Source: an optimization exercise on an open RTL-to-GDS flow (aim: small area). Production flows keep margins and buffers that such runs may drop.
Only simulation tests tie the RTL to the original design; equivalence was not proved.
Power is estimated from default activity; no workload was simulated.

==> design/flow/design.v <==
module Lab3CA_toplevel(Dc, write, rs1, rs2, rd, clk, reset, Da, Db);
input [31:0] Dc;
input write, clk, reset;
input [4:0] rs1, rs2, rd;
output wire [31:0] Da, Db;
wire [31:0] ld, hd, sa, sb;
wire [31:0] ld_n, hd_n, sa_n, sb_n;
wire [31:0] Dz, Dz_n;
wire [1023:0] q;
WrDecode wdec(.rd(rd), .write(write), .reset(reset), .ld_n(ld_n), .hd_n(hd_n));
DataGate dgate(.Dc(Dc), .reset(reset), .Dz_n(Dz_n));
RdDecode adec(.rs(rs1), .sel_n(sa_n));
RdDecode bdec(.rs(rs2), .sel_n(sb_n));
genvar i, j;
generate
for (i = 0; i < 32; i = i + 1) begin : drv
	Inv il(.a(ld_n[i]), .y(ld[i]));
	Inv ih(.a(hd_n[i]), .y(hd[i]));
	Inv id(.a(Dz_n[i]), .y(Dz[i]));
	Inv ia(.a(sa_n[i]), .y(sa[i]));
	Inv ib(.a(sb_n[i]), .y(sb[i]));
end
for (i = 0; i < 32; i = i + 1) begin : g
	reg [31:0] r;
	wire [31:0] nx;
	for (j = 0; j < 32; j = j + 1) begin : b
		AndOr22 u(.a1(ld[i]), .a2(Dz[j]), .b1(hd[i]), .b2(r[j]), .y(nx[j]));
	end
	always @(posedge clk)
		r <= nx;
	assign q[32*i +: 32] = r;
end
for (j = 0; j < 32; j = j + 1) begin : m
	wire [31:0] ca, cb;
	for (i = 0; i < 32; i = i + 1) begin : c
		assign ca[i] = q[32*i + j];
	end
	ReadBit ra(.sel(sa), .d(ca), .y(Da[j]));
	ReadBit rb(.sel(sb), .d(ca), .y(Db[j]));
end
endgenerate
endmodule
module WrDecode(rd, write, reset, ld_n, hd_n);
input [4:0] rd;
input write, reset;
output [31:0] ld_n, hd_n;
genvar i;
generate
for (i = 0; i < 32; i = i + 1) begin : g
	assign ld_n[i] = ~(write & (rd == i));
	assign hd_n[i] = ~ld_n[i] | reset;
end
endgenerate
endmodule
module DataGate(Dc, reset, Dz_n);
input [31:0] Dc;
input reset;
output [31:0] Dz_n;
assign Dz_n = ~(Dc & {32{~reset}});
endmodule
module RdDecode(rs, sel_n);
input [4:0] rs;
output [31:0] sel_n;
genvar i;
generate
for (i = 0; i < 32; i = i + 1) begin : g
	assign sel_n[i] = ~(rs == i);
end
endgenerate
endmodule
module Inv(a, y);
input a;
output y;
assign y = ~a;
endmodule
module AndOr22(a1, a2, b1, b2, y);
input a1, a2, b1, b2;
output y;
assign y = (a1 & a2) | (b1 & b2);
endmodule
module Aoi222(a1, a2, b1, b2, c1, c2, y);
input a1, a2, b1, b2, c1, c2;
output y;
assign y = ~((a1 & a2) | (b1 & b2) | (c1 & c2));
endmodule
module Nand4(a1, a2, a3, a4, y);
input a1, a2, a3, a4;
output y;
assign y = ~(a1 & a2 & a3 & a4);
endmodule
module Nand2(a1, a2, y);
input a1, a2;
output y;
assign y = ~(a1 & a2);
endmodule
module Or4(a1, a2, a3, a4, y);
input a1, a2, a3, a4;
output y;
assign y = a1 | a2 | a3 | a4;
endmodule
module ReadBit(sel, d, y);
input [31:0] sel, d;
output y;
wire [9:0] n;
wire [2:0] p;
wire t;
genvar k;
generate
for (k = 0; k < 10; k = k + 1) begin : t3
	Aoi222 u(.a1(sel[3*k]), .a2(d[3*k]), .b1(sel[3*k+1]), .b2(d[3*k+1]),
	         .c1(sel[3*k+2]), .c2(d[3*k+2]), .y(n[k]));
end
endgenerate
AndOr22 u10(.a1(sel[30]), .a2(d[30]), .b1(sel[31]), .b2(d[31]), .y(t));
Nand4 r0(.a1(n[0]), .a2(n[1]), .a3(n[2]), .a4(n[3]), .y(p[0]));
Nand4 r1(.a1(n[4]), .a2(n[5]), .a3(n[6]), .a4(n[7]), .y(p[1]));
Nand2 r2(.a1(n[8]), .a2(n[9]), .y(p[2]));
Or4 r3(.a1(p[0]), .a2(p[1]), .a3(p[2]), .a4(t), .y(y));
endmodule
==> design/flow/flow/run.sh <==
#!/bin/bash
# Standard ORFS layout (the standard.sh, standard synthesis unchanged),
# with the port buffers made from the smallest buffer cell.
set -uo pipefail
export BUFFER_PORTS_ARGS="-buffer_cell sky130_fd_sc_hd__buf_1"
bash standard.sh finish > standard_flow.log 2>&1
==> design/flow/standard.sh <==
#!/bin/bash
# synth_recipe.tcl (not shown) runs the flow's synth.tcl, then flattens the netlist and writes it again
# the make line also repeats each setting of config.mk as NAME=value (left out here)
make -C /OpenROAD-flow-scripts/flow DESIGN_CONFIG=/design/flow/config.mk WORK_HOME=/design/flow/orfs CLKGATE_MAP_FILE= SYNTH_SCRIPT=/design/flow/synth_recipe.tcl "${@:-finish}"
==> design/flow/config.mk <==
export PLATFORM = sky130hd
export DESIGN_NAME = Lab3CA_toplevel
export DESIGN_NICKNAME = Lab3CA_toplevel
export VERILOG_FILES = /design/flow/design.v
export SDC_FILE = /design/flow/constraint.sdc
export NUM_CORES = 4
export LEC_CHECK = 0
export CAP_MARGIN = 20
export CORE_MARGIN = 2
export CORE_UTILIZATION = 45
export CTS_BUF_LIST = sky130_fd_sc_hd__clkbuf_16
export CTS_CLUSTER_DIAMETER = 100
export CTS_CLUSTER_SIZE = 24
export SETUP_SLACK_MARGIN = 0.1
export SLEW_MARGIN = 20
export SYNTH_HIERARCHICAL = 1
==> design/flow/constraint.sdc <==
create_clock -name core_clock -period 6.0 [get_ports {clk}]
set_input_delay 1.2000 -clock core_clock [delete_from_list [all_inputs] [get_ports {clk}]]
set_output_delay 1.2000 -clock core_clock [all_outputs]
set_load 0.01 [all_outputs]
==> results.cfg, run 1 <==
[cts]
cts_root_buf = clkbuf_16
clock-sinks = 1024
clock_latency_ps = 630
cts_inserted_buffers = 48
post-cts-setup-buffer-count = 0
cts_hold_buf = 0
path_clk_slew_ps = 90
h-tree-depth = 2
cts_resized = 0
cts_tree = done
clk_path_buf_depth = 3

[timing]
slew_violations = 0
fin_crit_sh = 0.9802
rsz0062_at_grt = no
fmax_ghz = 0.1700
fin_setup_tns_ps = 0
tightest_slew_ps = 1181
finalSetupViolCount = 0
finClkSkew_ps = 0
min_period_ps = 5881
maxSlewHeadroom = 0.2121
hold_viol = 0

[drt]
drt_iter0_drc = 9823
wl_um = 198400
routedWlPerCell_um = 40.65
ant_nets = 0
vias_per_cell = 8.356
post-route-drc-count = 0
via_count = 40790
dr.pass1.iters = 17

[synth]
async_reset_ff_frac = 0
yosysSeqAreaShare = 0.5147
syn_area_per_cell_sq_um = 11.75
ys.flop_type = dfxtp_1
yosysWarnings = 7
synth_edf_count = 0
syn_nets = 3440
synth_cells = 3390
syn-cell-area_sq_um = 39830
ys_ff_latch = 1024
post_synth_num_cell_types = 24

[pwr]
power.density_nw_per_um2 = 257.5
leakage_nw = 17.18
p_sw_w = 0.002932
ir_drop_uv = 256.0
internal_power_w = 0.008472
sequentialPowerShare = 0.604
switching_share = 0.2571
pwr-share-comb = 0.066
clkPwrFrac = 0.330

[grt]
overflow = 0
grt_pass1_vias = 38550
antenna_found_initial = 16
grt_pass1_wl_um = 276500
grt_start_max_net_pins = 34
grt_use_total = 0.4144

[floorplan]
core-area_sq_um = 88100
die-area_sq_um = 90910
initial_core_util = 0.4521
die_width_um = 301.5
die_y_um = 301.5
rows = 109
pin_count = 114

[worst_hold_path]
hp-class = reg -> reg
hold_path_startpoint = g[28].r[14]
hold_depth = 1
whs_endpoint = g[28].r[14]

[placement]
gp_congestion = 0.9559
io_buffers = 113
hpwl_um = 115400
dpl_cell_area_sq_um = 42910

[worst_setup_path]
cp.arrival_ps = 4680
rr_startpoint = g[9].r[25]
r2r_end = g[9].r[25]
cp.required_ps = 4800
worst_r2r_path_depth = 1
end_kind = output port
cp-start-kind = input port
cp_max_fo = 21
crit_type = in -> out
r2r_setup_slack_ps = 5340

[layout]
top_register = g.r
final_layout_size_suffix_gt1_frac = 0.07285
final_area_sq_um = 44290
synthToLayoutAreaGrowth_pct = 11.18
top_regs = g.r x1024
fillers = 7885
largest_reg_flops = 1024
final_nets = 3753

[run_status]
status = timing/DRC/antenna clean

[flow_run]
drv_cap = 0
==> modules after synthesis, one instance, submodules excluded, a selection <==
module           cells inside  times used  area, sq um
Inv                         1         160        3.754
Nand2                       1          64        3.754
Or4                         1          64        7.507
DataGate                   35           1        215.2
WrDecode                   93           1        586.8
Aoi222                      1         640        10.01
RdDecode                   47           2        236.5
AndOr22                     1        1088        8.758
Lab3CA_toplevel          1024           1        20500
Nand4                       1         128        6.256
==> metrics by stage <==
step                      setup slack, ps  instances  power [W]    util  hold slack [ps]
after CTS                           613.8       4868    0.01133  0.5015            505.7
final                               119.0       4881    0.01140  0.5027            503.7
after global routing                155.6       4873    0.01163  0.5024            517.6
after detailed placement            611.2       4815   0.007739  0.4870            475.0
after global placement              488.4       4813   0.007719  0.4865            472.4
after floorplan                      1905       3390   0.007342       -            459.9
==> worst max path at each step <==
stage	start	end	slack [ps]
global route	rs1[2]	Da[22]	160
detailed placement	rs1[4]	Da[18]	610
CTS	rs1[4]	Da[18]	610
floorplan	rs1[0]	Da[0]	1910
global placement	rs1[4]	Da[20]	490
finish	rs1[3]	Da[22]	120
==> Yosys cell counts, types with 4 or more instances <==
cell type  number  share of area
a222oi_1      640           0.16
nand4_1       128          0.020
dfxtp_1      1024           0.51
nor3b_2         6         0.0019
or4_1          64          0.012
nor2b_1         6        0.00094
inv_1         160          0.015
a21o_1         32         0.0060
buf_2          17         0.0021
nand2_1       160          0.015
nand2b_1       32         0.0050
a22o_1       1088           0.24
clkbuf_1        5        0.00047
and3b_1         6         0.0013
buf_6           4         0.0011
==> layout by cell type (no fill, tap or decap), types with 9 or more instances in the layout <==
cell type / instances
a21o_1: 32
a222oi_1: 640
a22o_1: 1088
buf_1: 112
buf_4: 170
clkbuf_16: 51
clkinv_1: 9
dfxtp_1: 1024
diode_2: 10
inv_1: 122
inv_2: 30
nand2_1: 160
nand2b_1: 32
nand4_1: 128
or4_1: 64
==> power groups by stage <==
| stage | Clock (W) | Sequential [W] | Combinational (W) |
|---|---|---|---|
| global route | 0.00400 | 0.00689 | 0.000745 |
| detailed placement | 0 | 0.00704 | 0.000700 |
| finish | 0.00376 | 0.00688 | 0.000755 |
| CTS | 0.00375 | 0.00688 | 0.000701 |
| global placement | 0 | 0.00704 | 0.000683 |
| floorplan | 0 | 0.00703 | 0.000315 |
==> cell type report <==
type                       instances  area [sq um]  area share
inverter                         160         600.6     0.01356
sequential                      1024         20500      0.4629
clock inverter                     3         28.78   0.0006498
multi-input combinational       2180         18590      0.4198
tap                             1165          1458     0.03291
timing repair buffer             289          1832     0.04136
antenna                           10         25.02   0.0005651
clock buffer                      50          1251     0.02825
==> critical path, stage by stage <==
cell and delay (ps):
buf_1 290, nor3b_2 190, nand2_1 120, clkinv_1 890, buf_4 590, a222oi_1 340
nand4_1 190, or4_1 680, buf_1 180
==> metal layers <==
metal  track usage  vias to the layer above  share of wire
met5      0.003175                        -        0.00028
li1              -                    15900              -
met1        0.5464                    19880           0.36
met2        0.5640                     4104           0.39
met4        0.2871                        8          0.080
met3        0.1416                      891           0.16
==> logic make-up (layout without fill, tap and decap cells) <==
family | after synthesis | in the layout | synth area share
buffers and inverters | 186 | 502 | 0.01882
AND/OR/NAND/NOR | 420 | 420 | 0.06044
flip-flops | 1024 | 1024 | 0.5147
other | 0 | 10 | 0
AO/OA/AOI/OAI | 1760 | 1760 | 0.4061
==> run 2: changes to the inputs <==
--- a/design/flow/design.v
+++ b/design/flow/design.v
@@ -3,9 +3,9 @@
 input write, clk, reset;
 input [4:0] rs1, rs2, rd;
 output wire [31:0] Da, Db;
-wire [31:0] ld, hd, sa, sb;
+wire [31:0] ld [0:1], hd [0:1], sa [0:1], sb [0:1], Dz [0:1];
 wire [31:0] ld_n, hd_n, sa_n, sb_n;
-wire [31:0] Dz, Dz_n;
+wire [31:0] Dz_n;
 wire [1023:0] q;
 WrDecode wdec(.rd(rd), .write(write), .reset(reset), .ld_n(ld_n), .hd_n(hd_n));
 DataGate dgate(.Dc(Dc), .reset(reset), .Dz_n(Dz_n));
@@ -14,17 +14,19 @@
 genvar i, j;
 generate
 for (i = 0; i < 32; i = i + 1) begin : drv
-	Inv il(.a(ld_n[i]), .y(ld[i]));
-	Inv ih(.a(hd_n[i]), .y(hd[i]));
-	Inv id(.a(Dz_n[i]), .y(Dz[i]));
-	Inv ia(.a(sa_n[i]), .y(sa[i]));
-	Inv ib(.a(sb_n[i]), .y(sb[i]));
+	for (j = 0; j < 2; j = j + 1) begin : h
+		Inv il(.a(ld_n[i]), .y(ld[j][i]));
+		Inv ih(.a(hd_n[i]), .y(hd[j][i]));
+		Inv id(.a(Dz_n[i]), .y(Dz[j][i]));
+		Inv ia(.a(sa_n[i]), .y(sa[j][i]));
+		Inv ib(.a(sb_n[i]), .y(sb[j][i]));
+	end
 end
 for (i = 0; i < 32; i = i + 1) begin : g
 	reg [31:0] r;
 	wire [31:0] nx;
 	for (j = 0; j < 32; j = j + 1) begin : b
-		AndOr22 u(.a1(ld[i]), .a2(Dz[j]), .b1(hd[i]), .b2(r[j]), .y(nx[j]));
+		AndOr22 u(.a1(ld[j/16][i]), .a2(Dz[i/16][j]), .b1(hd[j/16][i]), .b2(r[j]), .y(nx[j]));
 	end
 	always @(posedge clk)
 		r <= nx;
@@ -35,8 +37,8 @@
 	for (i = 0; i < 32; i = i + 1) begin : c
 		assign ca[i] = q[32*i + j];
 	end
-	ReadBit ra(.sel(sa), .d(ca), .y(Da[j]));
-	ReadBit rb(.sel(sb), .d(ca), .y(Db[j]));
+	ReadBit ra(.sel(sa[j/16]), .d(ca), .y(Da[j]));
+	ReadBit rb(.sel(sb[j/16]), .d(ca), .y(Db[j]));
 end
 endgenerate
 endmodule
==> run 2 against run 1 <==
  * Still clean on timing, DRC and antenna
  * Total power decreased by 1.9%
  * Wire length decreased by 15%
  * Largest power group unchanged
  * Sequential share of layout area increased by 0.89 points
  * Worst setup slack improved by 570 ps
  * Count of clock-buffer cells in the layout decreased by 1
  * Fmax increased by 11%
  * Critical endpoint is now Da[11]
  * Clock skew unchanged
  * Highest routed layer unchanged
==> results.cfg, run 2 <==
[worst_hold_path]
hold_path_startpoint = g[28].r[20]
hp-class = reg -> reg
hold_depth = 1
whs_endpoint = g[28].r[20]

[floorplan]
die-area_sq_um = 92260
rows = 109
pin_count = 114
die_y_um = 303.8
die_width_um = 303.8
core-area_sq_um = 88650
initial_core_util = 0.4561

[cts]
clk_path_buf_depth = 3
h-tree-depth = 2
cts_tree = done
cts_resized = 0
cts_hold_buf = 0
post-cts-setup-buffer-count = 0
cts_inserted_buffers = 48
clock_latency_ps = 630
cts_root_buf = clkbuf_16
path_clk_slew_ps = 90
clock-sinks = 1024

[worst_setup_path]
crit_path_top_delay_cell = or4_1
crit_type = in -> out
worst_r2r_path_depth = 1
cp_max_fo = 16
end_kind = output port
path_common_cell = buf_1
cp-start-kind = input port
cp.arrival_ps = 4110
r2r_setup_slack_ps = 5270
rr_startpoint = g[4].r[29]
crit_family = simple AND/OR/NAND/NOR gates
crit_buf_inv = 3
cp.required_ps = 4800
r2r_end = g[4].r[29]
cpPeakStageDelay_ps = 750
worstSetupPathDepth = 8
path_cells = buf_1 > nor3b_2 > nand2_1 > inv_1 > a222oi_1 > nand4_1 > or4_1 > buf_1

[timing]
maxSlewHeadroom = 0.4181
fin_setup_tns_ps = 0
slew_violations = 0
holdWs_ps = 500.7
hold_viol = 0
min_period_ps = 5307
fin_crit_sh = 0.8844
rsz0062_at_grt = no
tightest_slew_ps = 871.8
finalSetupViolCount = 0
finClkSkew_ps = 0
fmax_ghz = 0.1884

[synth]
ys_ff_latch = 1024
ys.flop_type = dfxtp_1
async_reset_ff_frac = 0
yosys.area.top_type = dfxtp_1
yosysWarnings = 7
syn-cell-area_sq_um = 40430
yosysSeqAreaShare = 0.5070
post_synth_num_cell_types = 24
syn_area_per_cell_sq_um = 11.39
synth_cells = 3550
synthTopCellsByArea = dfxtp_1, a22o_1, a222oi_1, inv_1, nand4_1
syn_nets = 3600
synth_top_area_frac = 0.5070
synth_common_cells = a22o_1, dfxtp_1, a222oi_1
synth_most_common_cell = a22o_1
synth_edf_count = 0

[run_status]
status = timing/DRC/antenna clean

[pwr]
power.density_nw_per_um2 = 257.4
ir_drop_uv = 252.2
leakage_nw = 17.76

[flow_run]
drv_cap = 0

[layout]
final_cell_mix = a22o_1, dfxtp_1, a222oi_1, inv_1, nand2_1
largest_reg_flops = 1024
final_common_cell = a22o_1
final_nets = 3742
synthToLayoutAreaGrowth_pct = 7.473
top_register = g.r
top_regs = g.r x1024
final_layout_size_suffix_gt1_frac = 0.01761

[grt]
antenna_found_initial = 11
grt_use_total = 0.3400
overflow = 0
grt_pass1_wl_um = 240400
grt_pass1_vias = 33800
grt_start_max_net_pins = 34

[drt]
vias_per_cell = 7.864
dr.pass1.iters = 14
wl_um = 168000
ant_nets = 0
via_count = 38240
routedWlPerCell_um = 34.55
drt_iter0_drc = 9524
post-route-drc-count = 0

[placement]
hpwl_um = 113300
gp_congestion = 1.049
io_buffers = 113
## run 2: cell types whose count changed after synthesis, sizes merged
| cell | previous run | this run |
|---|---|---|
| inv | 160 | 320 |
## run 2: cell families (layout without fill, tap and decap cells)
family / after synthesis / in the layout / synth area share
compound gates: 1760 / 1760 / 0.4001
flops: 1024 / 1024 / 0.5070
simple gates: 420 / 420 / 0.05954
buf+inv: 346 / 488 / 0.03339
other cells: 0 / 6 / 0
## run 2: cell type report
class / count / area, sq um
fillers: 8176 / 45190
flip-flops and latches: 1024 / 20500
multi-input cells: 2180 / 18580
well taps: 1165 / 1458
clock buffers: 49 / 1226
inverters: 320 / 1201
repair buffers: 118 / 462.9
diodes: 6 / 15.01
clock inverters: 1 / 8.758
## run 2: power breakdown
part | internal [W] | switching (W)
combinational | 0.0000923 | 0.000519
clock | 0.00147 | 0.00222
sequential | 0.00684 | 0.0000431
total | 0.00840 | 0.00279
## run 2: worst max path at each step
stage           start  endpoint
6_report       rs1[4]    Da[11]
3_5_place_dp   rs2[3]    Db[11]
2_1_floorplan  rs1[0]     Da[0]
5_1_grt        rs2[4]    Db[11]
4_1_cts        rs2[3]    Db[11]
3_3_place_gp   rs2[4]    Db[11]
## run 2: metrics by stage
| stage | cells | total power (W) | instance area (sq um) | utilization | setup WS (ps) |
|---|---|---|---|---|---|
| 2_1_floorplan | 3550 | 0.007353 | 40430 | - | 2048 |
| 3_3_place_gp | 4807 | 0.007626 | 42200 | 0.4761 | 948.7 |
| 3_5_place_dp | 4807 | 0.007625 | 42200 | 0.4761 | 910.5 |
| 4_1_cts | 4857 | 0.01120 | 43440 | 0.4900 | 905.8 |
| 5_1_grt | 4858 | 0.01146 | 43440 | 0.4900 | 784.9 |
| 6_report | 4863 | 0.01119 | 43450 | 0.4902 | 693.4 |
## run 2: layer usage
layer,vias to the layer above,share of wire,global-route usage
met2,2976,0.43,0.5083
met3,451,0.11,0.05408
met4,10,0.067,0.1863
met1,18920,0.39,0.4696
met5,-,0.00046,0
li1,15890,-,-
## run 2: Yosys stat by module, one instance, submodules excluded, a selection
module,flip-flops and latches,times used
Or4,0,64
Inv,0,320
Aoi222,0,640
DataGate,0,1
RdDecode,0,2
WrDecode,0,1
AndOr22,0,1088
Nand2,0,64
Lab3CA_toplevel,1024,1
Nand4,0,128
==> run 3: changes to the inputs <==
--- a/design/flow/design.v
+++ b/design/flow/design.v
@@ -7,13 +7,16 @@
 wire [31:0] ld_n, hd_n, sa_n, sb_n;
 wire [31:0] Dz_n;
 wire [1023:0] q;
-WrDecode wdec(.rd(rd), .write(write), .reset(reset), .ld_n(ld_n), .hd_n(hd_n));
-DataGate dgate(.Dc(Dc), .reset(reset), .Dz_n(Dz_n));
+wire reset_n;
+Inv irst(.a(reset), .y(reset_n));
+WrDecode wdec(.rd(rd), .write(write), .ld_n(ld_n));
+DataGate dgate(.Dc(Dc), .reset_n(reset_n), .Dz_n(Dz_n));
 RdDecode adec(.rs(rs1), .sel_n(sa_n));
 RdDecode bdec(.rs(rs2), .sel_n(sb_n));
 genvar i, j;
 generate
 for (i = 0; i < 32; i = i + 1) begin : drv
+	Nand2 nh(.a1(ld_n[i]), .a2(reset_n), .y(hd_n[i]));
 	for (j = 0; j < 2; j = j + 1) begin : h
 		Inv il(.a(ld_n[i]), .y(ld[j][i]));
 		Inv ih(.a(hd_n[i]), .y(hd[j][i]));
@@ -42,23 +45,22 @@
 end
 endgenerate
 endmodule
-module WrDecode(rd, write, reset, ld_n, hd_n);
+module WrDecode(rd, write, ld_n);
 input [4:0] rd;
-input write, reset;
-output [31:0] ld_n, hd_n;
+input write;
+output [31:0] ld_n;
 genvar i;
 generate
 for (i = 0; i < 32; i = i + 1) begin : g
 	assign ld_n[i] = ~(write & (rd == i));
-	assign hd_n[i] = ~ld_n[i] | reset;
 end
 endgenerate
 endmodule
-module DataGate(Dc, reset, Dz_n);
+module DataGate(Dc, reset_n, Dz_n);
 input [31:0] Dc;
-input reset;
+input reset_n;
 output [31:0] Dz_n;
-assign Dz_n = ~(Dc & {32{~reset}});
+assign Dz_n = ~(Dc & {32{reset_n}});
 endmodule
 module RdDecode(rs, sel_n);
 input [4:0] rs;
@@ -95,17 +97,16 @@
 output y;
 assign y = ~(a1 & a2);
 endmodule
-module Or4(a1, a2, a3, a4, y);
-input a1, a2, a3, a4;
+module RedTail(p0, p1, n8, n9, s30, d30, s31, d31, y);
+input p0, p1, n8, n9, s30, d30, s31, d31;
 output y;
-assign y = a1 | a2 | a3 | a4;
+assign y = p0 | p1 | ~(n8 & n9) | (s30 & d30) | (s31 & d31);
 endmodule
 module ReadBit(sel, d, y);
 input [31:0] sel, d;
 output y;
 wire [9:0] n;
-wire [2:0] p;
-wire t;
+wire [1:0] p;
 genvar k;
 generate
 for (k = 0; k < 10; k = k + 1) begin : t3
@@ -113,9 +114,8 @@
 	         .c1(sel[3*k+2]), .c2(d[3*k+2]), .y(n[k]));
 end
 endgenerate
-AndOr22 u10(.a1(sel[30]), .a2(d[30]), .b1(sel[31]), .b2(d[31]), .y(t));
 Nand4 r0(.a1(n[0]), .a2(n[1]), .a3(n[2]), .a4(n[3]), .y(p[0]));
 Nand4 r1(.a1(n[4]), .a2(n[5]), .a3(n[6]), .a4(n[7]), .y(p[1]));
-Nand2 r2(.a1(n[8]), .a2(n[9]), .y(p[2]));
-Or4 r3(.a1(p[0]), .a2(p[1]), .a3(p[2]), .a4(t), .y(y));
+RedTail r2(.p0(p[0]), .p1(p[1]), .n8(n[8]), .n9(n[9]), .s30(sel[30]), .d30(d[30]),
+           .s31(sel[31]), .d31(d[31]), .y(y));
 endmodule
==> run 3 against run 2 <==
  * Cell area is 0.74% lower
  * Sequential power is essentially flat
  * Cell count is essentially flat
  * Clock power about the same
  * Critical path depth increased by 1
  * Global-route usage is 2.2 points lower
  * First-iteration DRC count down 9.7%
  * Flip-flop and latch count is the same
  * Worst setup slack got worse by 62 ps
  * Fmax decreased by 1.2%
  * Synthesized cell count fell by 0.37%
  * Largest cell class unchanged
  * Largest power group unchanged
==> results.cfg, run 3 <==
[run_status]
status = timing/DRC/antenna clean

[floorplan]
die_width_um = 302.2
die_y_um = 302.2
die-area_sq_um = 91310
core-area_sq_um = 88240
initial_core_util = 0.4534
rows = 109
pin_count = 114

[layout]
top_register = g.r
synthToLayoutAreaGrowth_pct = 7.812
fillers = 8038
top_regs = g.r x1024
final_nets = 3748
final_cell_mix = a22o_1, dfxtp_1, a222oi_1, inv_1, nand4_1
largest_reg_flops = 1024
regArea_sq_um = 20500
fin_util = 0.4888
final_layout_size_suffix_gt1_frac = 0.02109
antenna_cells = 0
multi_input_area_sq_um = 18230

[pwr]
power.density_nw_per_um2 = 258.2
p_sw_w = 0.002743
finalPower_w = 0.01114
switching_share = 0.2463
ir_drop_uv = 231.2
sequentialPowerShare = 0.618
leakage_nw = 17.00
clkPwrFrac = 0.329
pwr-share-comb = 0.053
internal_power_w = 0.008394

[timing]
fin_setup_tns_ps = 0
slew_violations = 0
fmax_ghz = 0.1863
tightest_slew_ps = 1184
fin_crit_sh = 0.8948
hold_viol = 0
min_period_ps = 5369
finClkSkew_ps = 0
maxSlewHeadroom = 0.2087
finalSetupViolCount = 0
rsz0062_at_grt = no

[cts]
clock_latency_ps = 620
cts_root_buf = clkbuf_16
cts_inserted_buffers = 48
cts_hold_buf = 0
clk_path_buf_depth = 3
cts_tree = done
h-tree-depth = 2
post-cts-setup-buffer-count = 0
cts_resized = 0
path_clk_slew_ps = 100
clock-sinks = 1024

[synth]
synth_cells = 3537
syn-cell-area_sq_um = 40010
yosysSeqAreaShare = 0.5124
synthTopCellsByArea = dfxtp_1, a22o_1, a222oi_1, inv_1, nand4_1
synth_common_cells = a22o_1, dfxtp_1, a222oi_1
async_reset_ff_frac = 0
post_synth_num_cell_types = 21
synth_top_area_frac = 0.5124
yosys.area.top_type = dfxtp_1
yosysWarnings = 7
syn_area_per_cell_sq_um = 11.31
ys_ff_latch = 1024
ys.flop_type = dfxtp_1
synth_edf_count = 0
syn_nets = 3587

[grt]
grt_use_total = 0.3178
overflow = 0
grt_pass1_vias = 32610
grt_start_max_net_pins = 48
antenna_found_initial = 3
grt_pass1_wl_um = 223200

[worst_setup_path]
cp_max_fo = 16
rr_startpoint = g[0].r[5]
crit_type = in -> out
end_kind = output port
critPathLaunch = rs1[1]
r2r_end = g[0].r[5]
cp.arrival_ps = 4170
cp-start-kind = input port
cp.required_ps = 4800
worst_r2r_path_depth = 1
r2r_setup_slack_ps = 5350

[worst_hold_path]
hold_path_startpoint = g[22].r[20]
whs_endpoint = g[22].r[20]
hold_depth = 1
hp-class = reg -> reg

[drt]
ant_nets = 0
dr.pass1.iters = 13
vias_per_cell = 7.514
via_count = 36550
wl_um = 153900
routedWlPerCell_um = 31.63
post-route-drc-count = 0
drt_iter0_drc = 8598

[flow_run]
drv_cap = 0

[placement]
hpwl_um = 107000
io_buffers = 113
gp_congestion = 0.9737
-- run 3: worst max-delay path, cell delays in order --
cell	delay (ps)
buf_1	140
nor2b_1	910
nand2_1	180
inv_1	620
a222oi_1	280
nand4_1	320
nor2_1	180
nand4_1	140
buf_1	180
-- run 3: power groups by stage --
stage                     registers, W  clock network (W)  logic [W]
after CTS                      0.00688            0.00371   0.000570
after detailed placement       0.00704                  0   0.000570
after global routing           0.00689            0.00393   0.000616
after floorplan                0.00703                  0   0.000314
after global placement         0.00704                  0   0.000569
final                          0.00688            0.00366   0.000594
-- run 3: Yosys stat by module, one instance, submodules excluded, excerpt --
module	cells inside	area [sq um]	times used	flops+latches
AndOr22	1	8.758	1024	0
Aoi222	1	10.01	640	0
DataGate	35	153.9	1	0
Inv	1	3.754	321	0
Lab3CA_toplevel	1024	20500	1	1024
Nand2	1	3.754	32	0
Nand4	1	6.256	128	0
WrDecode	47	259.0	1	0
-- run 3: worst max path at each step --
stage	end	slack, ps	depth (start not counted)
6_report	Da[21]	630	9
5_1_grt	Db[31]	710	9
4_1_cts	Db[24]	920	10
3_5_place_dp	Db[24]	930	10
3_3_place_gp	Da[24]	910	9
2_1_floorplan	Da[0]	2360	8
-- run 3: metal layers --
metal | vias to the layer above | track usage | wire length, um
met1 | 18190 | 0.4698 | 66820
met4 | 8 | 0.06047 | 3031
met2 | 2317 | 0.4675 | 64660
met3 | 203 | 0.08016 | 19260
li1 | 15830 | - | -
met5 | - | 0.004658 | 100
-- run 3: area by class of cell --
cell class / count / area share
repair buffers: 123 / 0.01157
multi-input cells: 2180 / 0.4227
inverters: 321 / 0.02794
well taps: 1165 / 0.03379
flip-flops and latches: 1024 / 0.4753
clock buffers: 49 / 0.02843
clock inverters: 2 / 0.0002901
-- run 3: logic make-up after synthesis --
kind of cell / Yosys count / share of synthesized area
buffers and inverters: 333 / 0.03193
AO/OA/AOI/OAI: 1728 / 0.3963
AND/OR/NAND/NOR: 452 / 0.05936
flip-flops: 1024 / 0.5124
-- run 3: per-stage QoR --
| stage | instances | worst slack [ps] | hold slack, ps | instance area [sq um] |
|---|---|---|---|---|
| after floorplan | 3537 | 2357 | 459.9 | 40010 |
| after global placement | 4813 | 910.9 | 473.0 | 41890 |
| after detailed placement | 4813 | 925.3 | 477.6 | 41890 |
| after CTS | 4864 | 923.9 | 504.8 | 43130 |
| after global routing | 4864 | 713.4 | 517.9 | 43130 |
| final | 4864 | 631.5 | 504.5 | 43130 |
==> run 4: changes to the inputs <==
--- a/design/flow/config.mk
+++ b/design/flow/config.mk
@@ -8,9 +8,9 @@
 export CAP_MARGIN = 20
 export CORE_MARGIN = 2
 export CORE_UTILIZATION = 45
-export CTS_BUF_LIST = sky130_fd_sc_hd__clkbuf_16
-export CTS_CLUSTER_DIAMETER = 100
-export CTS_CLUSTER_SIZE = 24
+export CTS_BUF_LIST = sky130_fd_sc_hd__clkbuf_8
+export CTS_CLUSTER_DIAMETER = 80
+export CTS_CLUSTER_SIZE = 16
 export SETUP_SLACK_MARGIN = 0.1
 export SLEW_MARGIN = 20
 export SYNTH_HIERARCHICAL = 1
==> run 4 against run 3 <==
  * Clock skew unchanged
  * Sequential share of layout area increased by 0.17 points
  * Worst setup slack improved by 0.59 ps
  * Count of clock-buffer cells in the layout increased by 29
  * Non-clock buffer count unchanged
  * Worst hold slack about the same
  * Flip-flop and latch count unchanged
  * Critical endpoint is now Db[24]
  * Largest cell class unchanged
  * Largest power group unchanged
  * Highest routed layer unchanged
==> results.cfg, run 4 <==
[run_status]
status = timing/DRC/antenna clean

[cts]
clk_path_buf_depth = 3
cts_root_buf = clkbuf_8
cts_resized = 0
h-tree-depth = 3
clock-sinks = 1024
cts_tree = done
path_clk_slew_ps = 110
cts_hold_buf = 0
post-cts-setup-buffer-count = 0
cts_inserted_buffers = 73
clock_latency_ps = 730

[drt]
vias_per_cell = 7.508
dr.pass1.iters = 13
wl_um = 154600
ant_nets = 0
post-route-drc-count = 0
drt_iter0_drc = 8500
via_count = 36740
routedWlPerCell_um = 31.59

[synth]
yosysWarnings = 7
synth_common_cells = a22o_1, dfxtp_1, a222oi_1
syn-cell-area_sq_um = 40010
ys.flop_type = dfxtp_1
syn_area_per_cell_sq_um = 11.31
synthTopCellsByArea = dfxtp_1, a22o_1, a222oi_1, inv_1, nand4_1
yosys.area.top_type = dfxtp_1
async_reset_ff_frac = 0
synth_cells = 3537
post_synth_num_cell_types = 21
ys_ff_latch = 1024
syn_nets = 3587
synth_top_area_frac = 0.5124
yosysSeqAreaShare = 0.5124
synth_edf_count = 0

[placement]
dp_slack_ps = 925.3
gp_congestion = 0.9737
io_buffers = 113
hpwl_um = 107000

[worst_setup_path]
crit_family = simple AND/OR/NAND/NOR gates
rr_startpoint = g[4].r[23]
r2r_setup_slack_ps = 5340
cp-start-kind = input port
crit_path_top_delay_cell = nor2b_1
crit_buf_inv = 4
end_kind = output port
path_cells = buf_1 > nor2b_1 > nand2_1 > inv_1 > buf_4 > a222oi_1 > nand4_1 > nor2_1 > nand4_1 > buf_1
cp_max_fo = 11
crit_type = in -> out
cpPeakStageDelay_ps = 870
r2r_end = g[4].r[23]
cp.required_ps = 4800
cp.arrival_ps = 4170
worst_r2r_path_depth = 1

[timing]
tightest_slew_ps = 1221
fin_setup_tns_ps = 0
rsz0062_at_grt = no
hold_viol = 0
maxSlewHeadroom = 0.1843
slew_violations = 0
finClkSkew_ps = 0
fmax_ghz = 0.1863
min_period_ps = 5368
finalWorstSetupSlack_ps = 632.1
fin_crit_sh = 0.8947
finalSetupViolCount = 0
holdWs_ps = 504.4

[pwr]
pwr-share-comb = 0.055
leakage_nw = 16.95
p_sw_w = 0.002779
switching_share = 0.2555
clkPwrFrac = 0.312
ir_drop_uv = 206.5
power.density_nw_per_um2 = 253.1
internal_power_w = 0.008097
sequentialPowerShare = 0.633

[worst_hold_path]
hold_path_startpoint = g[16].r[8]
hold_depth = 1
hp-class = reg -> reg
whs_endpoint = g[16].r[8]

[floorplan]
die-area_sq_um = 91310
initial_core_util = 0.4534
die_width_um = 302.2
core-area_sq_um = 88240
pin_count = 114
rows = 109
die_y_um = 302.2

[flow_run]
drv_cap = 0

[layout]
fillers = 8079
final_nets = 3773
regArea_sq_um = 20500
top_regs = g.r x1024
largest_reg_flops = 1024
fin_util = 0.4871
synthToLayoutAreaGrowth_pct = 7.428
final_layout_size_suffix_gt1_frac = 0.02871
top_register = g.r
multi_input_area_sq_um = 18230
final_cell_mix = a22o_1, dfxtp_1, a222oi_1, inv_1, nand4_1

[grt]
grt_start_max_net_pins = 48
grt_use_total = 0.3197
antenna_found_initial = 3
overflow = 0
grt_pass1_wl_um = 223800
grt_pass1_vias = 32850
## run 4: cell counts after synthesis
No cell type changed its count.
## run 4: worst max-delay path by stage
stage / startpoint / endpoint / slack, ps / depth (start not counted)
2_1_floorplan: rs1[0] / Da[0] / 2360 / 8
3_3_place_gp: rs1[0] / Da[24] / 910 / 9
3_5_place_dp: rs2[0] / Db[24] / 930 / 10
4_1_cts: rs2[0] / Db[24] / 920 / 10
5_1_grt: rs2[1] / Db[31] / 710 / 9
6_report: rs2[0] / Db[24] / 630 / 10
## run 4: layout make-up
class	instances	share of cell area
Sequential cell	1024	0.4770
Multi-Input combinational cell	2180	0.4242
Tap cell	1165	0.03392
Inverter	321	0.02804
Clock buffer	78	0.02498
Timing Repair Buffer	123	0.01162
Clock inverter	1	0.0002038
Antenna cell	1	0.00005822
## run 4: per-module statistics from Yosys, one instance, submodules excluded, excerpt
module | cells | flops+latches
RdDecode | 47 | 0
DataGate | 35 | 0
Aoi222 | 1 | 0
AndOr22 | 1 | 0
Nand4 | 1 | 0
Nand2 | 1 | 0
Inv | 1 | 0
## run 4: metrics by stage
stage	power [W]	std cells	area, sq um
floorplan	0.007342	3537	40010
global placement	0.007607	4813	41890
detailed placement	0.007607	4813	41890
CTS	0.01090	4892	42970
global route	0.01119	4893	42980
finish	0.01088	4893	42980
## run 4: power by group through the flow
stage | combinational [W] | clock, W | sequential, W
floorplan | 0.000314 | 0 | 0.00703
global placement | 0.000569 | 0 | 0.00704
detailed placement | 0.000570 | 0 | 0.00704
CTS | 0.000570 | 0.00345 | 0.00688
global route | 0.000616 | 0.00369 | 0.00689
finish | 0.000593 | 0.00340 | 0.00688
## run 4: per-layer routing
metal / routed length, um / vias up / track usage
li1: - / 15880 / -
met1: 66600 / 18180 / 0.4690
met2: 64610 / 2457 / 0.4646
met3: 20250 / 214 / 0.08691
met4: 3024 / 6 / 0.07166
met5: 91 / - / 0.004658
## run 4: cells by family (layout without fill, tap and decap cells)
family | Yosys count | count (layout) | synth area share
AO/OA/AOI/OAI | 1728 | 1728 | 0.3963
other | 0 | 1 | 0
flip-flops | 1024 | 1024 | 0.5124
buffers and inverters | 333 | 523 | 0.03193
AND/OR/NAND/NOR | 452 | 452 | 0.05936
==> run 5: changes to the inputs <==
==> design/flow/run.sh (new file) <==
#!/bin/bash
# synth_recipe.tcl (not shown) runs the flow's synth.tcl, then flattens the netlist and writes it again
# the make line also repeats each setting of config.mk as NAME=value (left out here)
make -C /OpenROAD-flow-scripts/flow DESIGN_CONFIG=/design/flow/config.mk WORK_HOME=/design/flow/orfs CLKGATE_MAP_FILE= SYNTH_SCRIPT=/design/flow/synth_recipe.tcl finish
--- a/design/flow/config.mk
+++ b/design/flow/config.mk
@@ -8,9 +8,9 @@
 export CAP_MARGIN = 20
 export CORE_MARGIN = 2
 export CORE_UTILIZATION = 45
-export CTS_BUF_LIST = sky130_fd_sc_hd__clkbuf_8
-export CTS_CLUSTER_DIAMETER = 80
-export CTS_CLUSTER_SIZE = 16
-export SETUP_SLACK_MARGIN = 0.1
+export CTS_BUF_LIST = sky130_fd_sc_hd__clkbuf_16
+export CTS_CLUSTER_DIAMETER = 100
+export CTS_CLUSTER_SIZE = 24
+export SETUP_SLACK_MARGIN = 0.3
 export SLEW_MARGIN = 20
 export SYNTH_HIERARCHICAL = 1
removed: design/flow/flow/run.sh
removed: design/flow/standard.sh
==> run 5 against run 4 <==
  * Still clean on timing, DRC and antenna
  * Clock skew unchanged
  * Cell area grew 3.1%
  * First-iteration DRC count shrank 3.8%
  * Synthesized cell count did not move
  * Wire length fell by 0.39%
  * Register-to-register slack worse by 20 ps
  * Clock power is 8.8% higher
  * Cell count up 0.39%
  * Count of clock-buffer cells in the layout fell by 29
  * Global-route usage is 0.12 points higher
  * Largest power group unchanged
==> results.cfg, run 5 <==
[run_status]
status = timing/DRC/antenna clean

[timing]
slew_violations = 0
fin_crit_sh = 0.9658
min_period_ps = 5795
finalSetupViolCount = 0
rsz0062_at_grt = yes
hold_viol = 0
maxSlewHeadroom = 0.1698
fin_setup_tns_ps = 0
fmax_ghz = 0.1726
tightest_slew_ps = 1241
finClkSkew_ps = 0

[placement]
gp_congestion = 0.9647
placed_cells = 4858
hpwl_um = 108300
dpl_cell_area_sq_um = 42940
io_buffers = 113

[pwr]
switching_share = 0.2445
sequentialPowerShare = 0.614
internal_power_w = 0.008469
power.density_nw_per_um2 = 253.0
leakage_nw = 17.54
p_sw_w = 0.002741
pwr-share-comb = 0.056
clkPwrFrac = 0.330
ir_drop_uv = 255.5

[drt]
dr.pass1.iters = 14
wl_um = 154000
post-route-drc-count = 0
drt_iter0_drc = 8175
via_count = 36790
routedWlPerCell_um = 31.35
ant_nets = 0
vias_per_cell = 7.489

[cts]
path_clk_slew_ps = 90
clock-sinks = 1024
cts_tree = done
clock_latency_ps = 630
cts_inserted_buffers = 48
cts_root_buf = clkbuf_16
h-tree-depth = 2
clk_path_buf_depth = 3

[synth]
ys_ff_latch = 1024
syn_area_per_cell_sq_um = 11.31
async_reset_ff_frac = 0
synth_edf_count = 0
synth_common_cells = a22o_1, dfxtp_1, a222oi_1
synth_cells = 3537
syn_nets = 3587
yosys.area.top_type = dfxtp_1
yosysSeqAreaShare = 0.5124
yosysWarnings = 7
synth_top_area_frac = 0.5124
post_synth_num_cell_types = 21
syn-cell-area_sq_um = 40010
synthTopCellsByArea = dfxtp_1, a22o_1, a222oi_1, inv_1, nand4_1
ys.flop_type = dfxtp_1

[grt]
grt_pass1_vias = 33310
overflow = 0
grt_pass1_wl_um = 225900
grt_use_total = 0.3208
antenna_found_initial = 0
grt_start_max_net_pins = 36

[floorplan]
die_width_um = 302.2
initial_core_util = 0.4534
die-area_sq_um = 91310
rows = 109
pin_count = 114
die_y_um = 302.2
core-area_sq_um = 88240

[layout]
final_nets = 3795
top_regs = g.r x1024
final_area_sq_um = 44310
regArea_sq_um = 20500
final_layout_size_suffix_gt1_frac = 0.03977
fin_util = 0.5022
antenna_cells = 0
final_cell_mix = a22o_1, dfxtp_1, a222oi_1, inv_1, nand4_1
synthToLayoutAreaGrowth_pct = 10.76
fillers = 7966
final_cells = 4912
top_register = g.r
largest_reg_flops = 1024
multi_input_area_sq_um = 18290

[worst_setup_path]
crit_family = buffers and inverters
cpPeakStageDelay_ps = 700
cp.arrival_ps = 4590
worstSetupPathDepth = 9
r2r_end = g[1].r[0]
critPathLaunch = rs1[2]
crit_buf_inv = 3
worst_r2r_path_depth = 1
end_kind = output port
cp_max_fo = 13
cp-start-kind = input port
r2r_setup_slack_ps = 5320
path_cells = clkdlybuf4s50_1 > nor3_2 > nand2_1 > inv_1 > a222oi_1 > nand4_1 > nor2_1 > nand4_1 > clkdlybuf4s50_1
rr_startpoint = g[1].r[0]
cp.required_ps = 4800
crit_type = in -> out
crit_path_top_delay_cell = a222oi_1

[flow_run]
drv_cap = 0

[worst_hold_path]
hold_depth = 1
hold_path_startpoint = g[22].r[16]
hp-class = reg -> reg
whs_endpoint = g[22].r[16]
run 5: how the worst max path moves through the flow:
stage                   to  slack (ps)
global route        Da[12]         250
finish               Da[9]         210
floorplan            Da[0]        2360
global placement    Da[24]         350
detailed placement  Da[24]         360
CTS                 Da[24]         360
run 5: per-stage QoR:
stage / worst slack [ps] / total power (W) / hold WS, ps
floorplan: 2357 / 0.007342 / 459.9
global placement: 353.9 / 0.007639 / 473.2
detailed placement: 359.0 / 0.007641 / 476.8
CTS: 357.8 / 0.01125 / 504.1
global route: 248.7 / 0.01152 / 515.1
finish: 205.0 / 0.01121 / 504.0
run 5: final cells by class:
class / instances / area share
Timing Repair Buffer: 170 / 0.03575
Sequential cell: 1024 / 0.4626
Clock buffer: 49 / 0.02767
Clock inverter: 3 / 0.0008753
Tap cell: 1165 / 0.03289
Inverter: 321 / 0.02736
Multi-Input combinational cell: 2180 / 0.4128
run 5: logic make-up (layout without fill, tap and decap cells):
logic type,Yosys count,in the layout,synth area share
AO/OA/AOI/OAI,1728,1728,0.3963
flip-flops,1024,1024,0.5124
AND/OR/NAND/NOR,452,452,0.05936
buffers and inverters,333,543,0.03193
run 5: power groups by stage:
stage / sequential (W) / combinational, W / clock [W]
4_1_cts: 0.00688 / 0.000602 / 0.00376
2_1_floorplan: 0.00703 / 0.000314 / 0
5_1_grt: 0.00689 / 0.000651 / 0.00398
6_report: 0.00688 / 0.000625 / 0.00370
3_5_place_dp: 0.00704 / 0.000602 / 0
3_3_place_gp: 0.00704 / 0.000600 / 0
run 5: repair_timing:
action	CTS	global route
gates resized for setup	0	26
setup buffers	0	2
endpoints found under the setup margin	0	25
hold buffers	0	0
run 5: layer usage:
layer | track usage | vias to the layer above | part of all wire
met4 | 0.06153 | 0 | 0.019
met1 | 0.4791 | 18310 | 0.44
met5 | 0 | - | 0
met3 | 0.07649 | 198 | 0.12
li1 | - | 15950 | -
met2 | 0.4700 | 2331 | 0.42
run 5: Yosys stat by module (local to each module, per instance), a selection:
module / times used / flops+latches
Inv: 321 / 0
AndOr22: 1024 / 0
DataGate: 1 / 0
RedTail: 64 / 0
Nand2: 32 / 0
Nand4: 128 / 0
Lab3CA_toplevel: 1 / 1024
WrDecode: 1 / 0
Aoi222: 640 / 0

## separate check: timing with driven ports
In the flow no input, the clock included, has a driving cell. The finished layouts below were timed again as built, in two steps.
Step 1 assumes that a clkbuf_16 drives the clock port and a buf_2 every other input.
Step 2 times the ports against the registers' clock, not the clock port: input delays grow and output delays shrink by t, the midpoint of the rising clock arrivals with the driver on.
Three values: ideal ports, drivers, drivers and shift; two values: the first two.
run | t, ns | slack for setup (ns) | worst setup path at the end
run 1 | 0.714 | 0.119 / 0.064 / 0.064 | input to output
run 2 | 0.705 | 0.693 / 0.542 / 0.542 | input to output
run 3 | 0.692 | 0.631 / 0.581 / 0.581 | input to output
run 4 | 0.784 | 0.632 / 0.605 / 0.605 | input to output
run 5 | 0.694 | 0.205 / 0.178 / 0.178 | input to output
After both steps setup and hold are still met in every run listed. The setup slack of run 2, which loses most, moves by -0.151 ns with the drivers and by -0.151 ns with both steps.
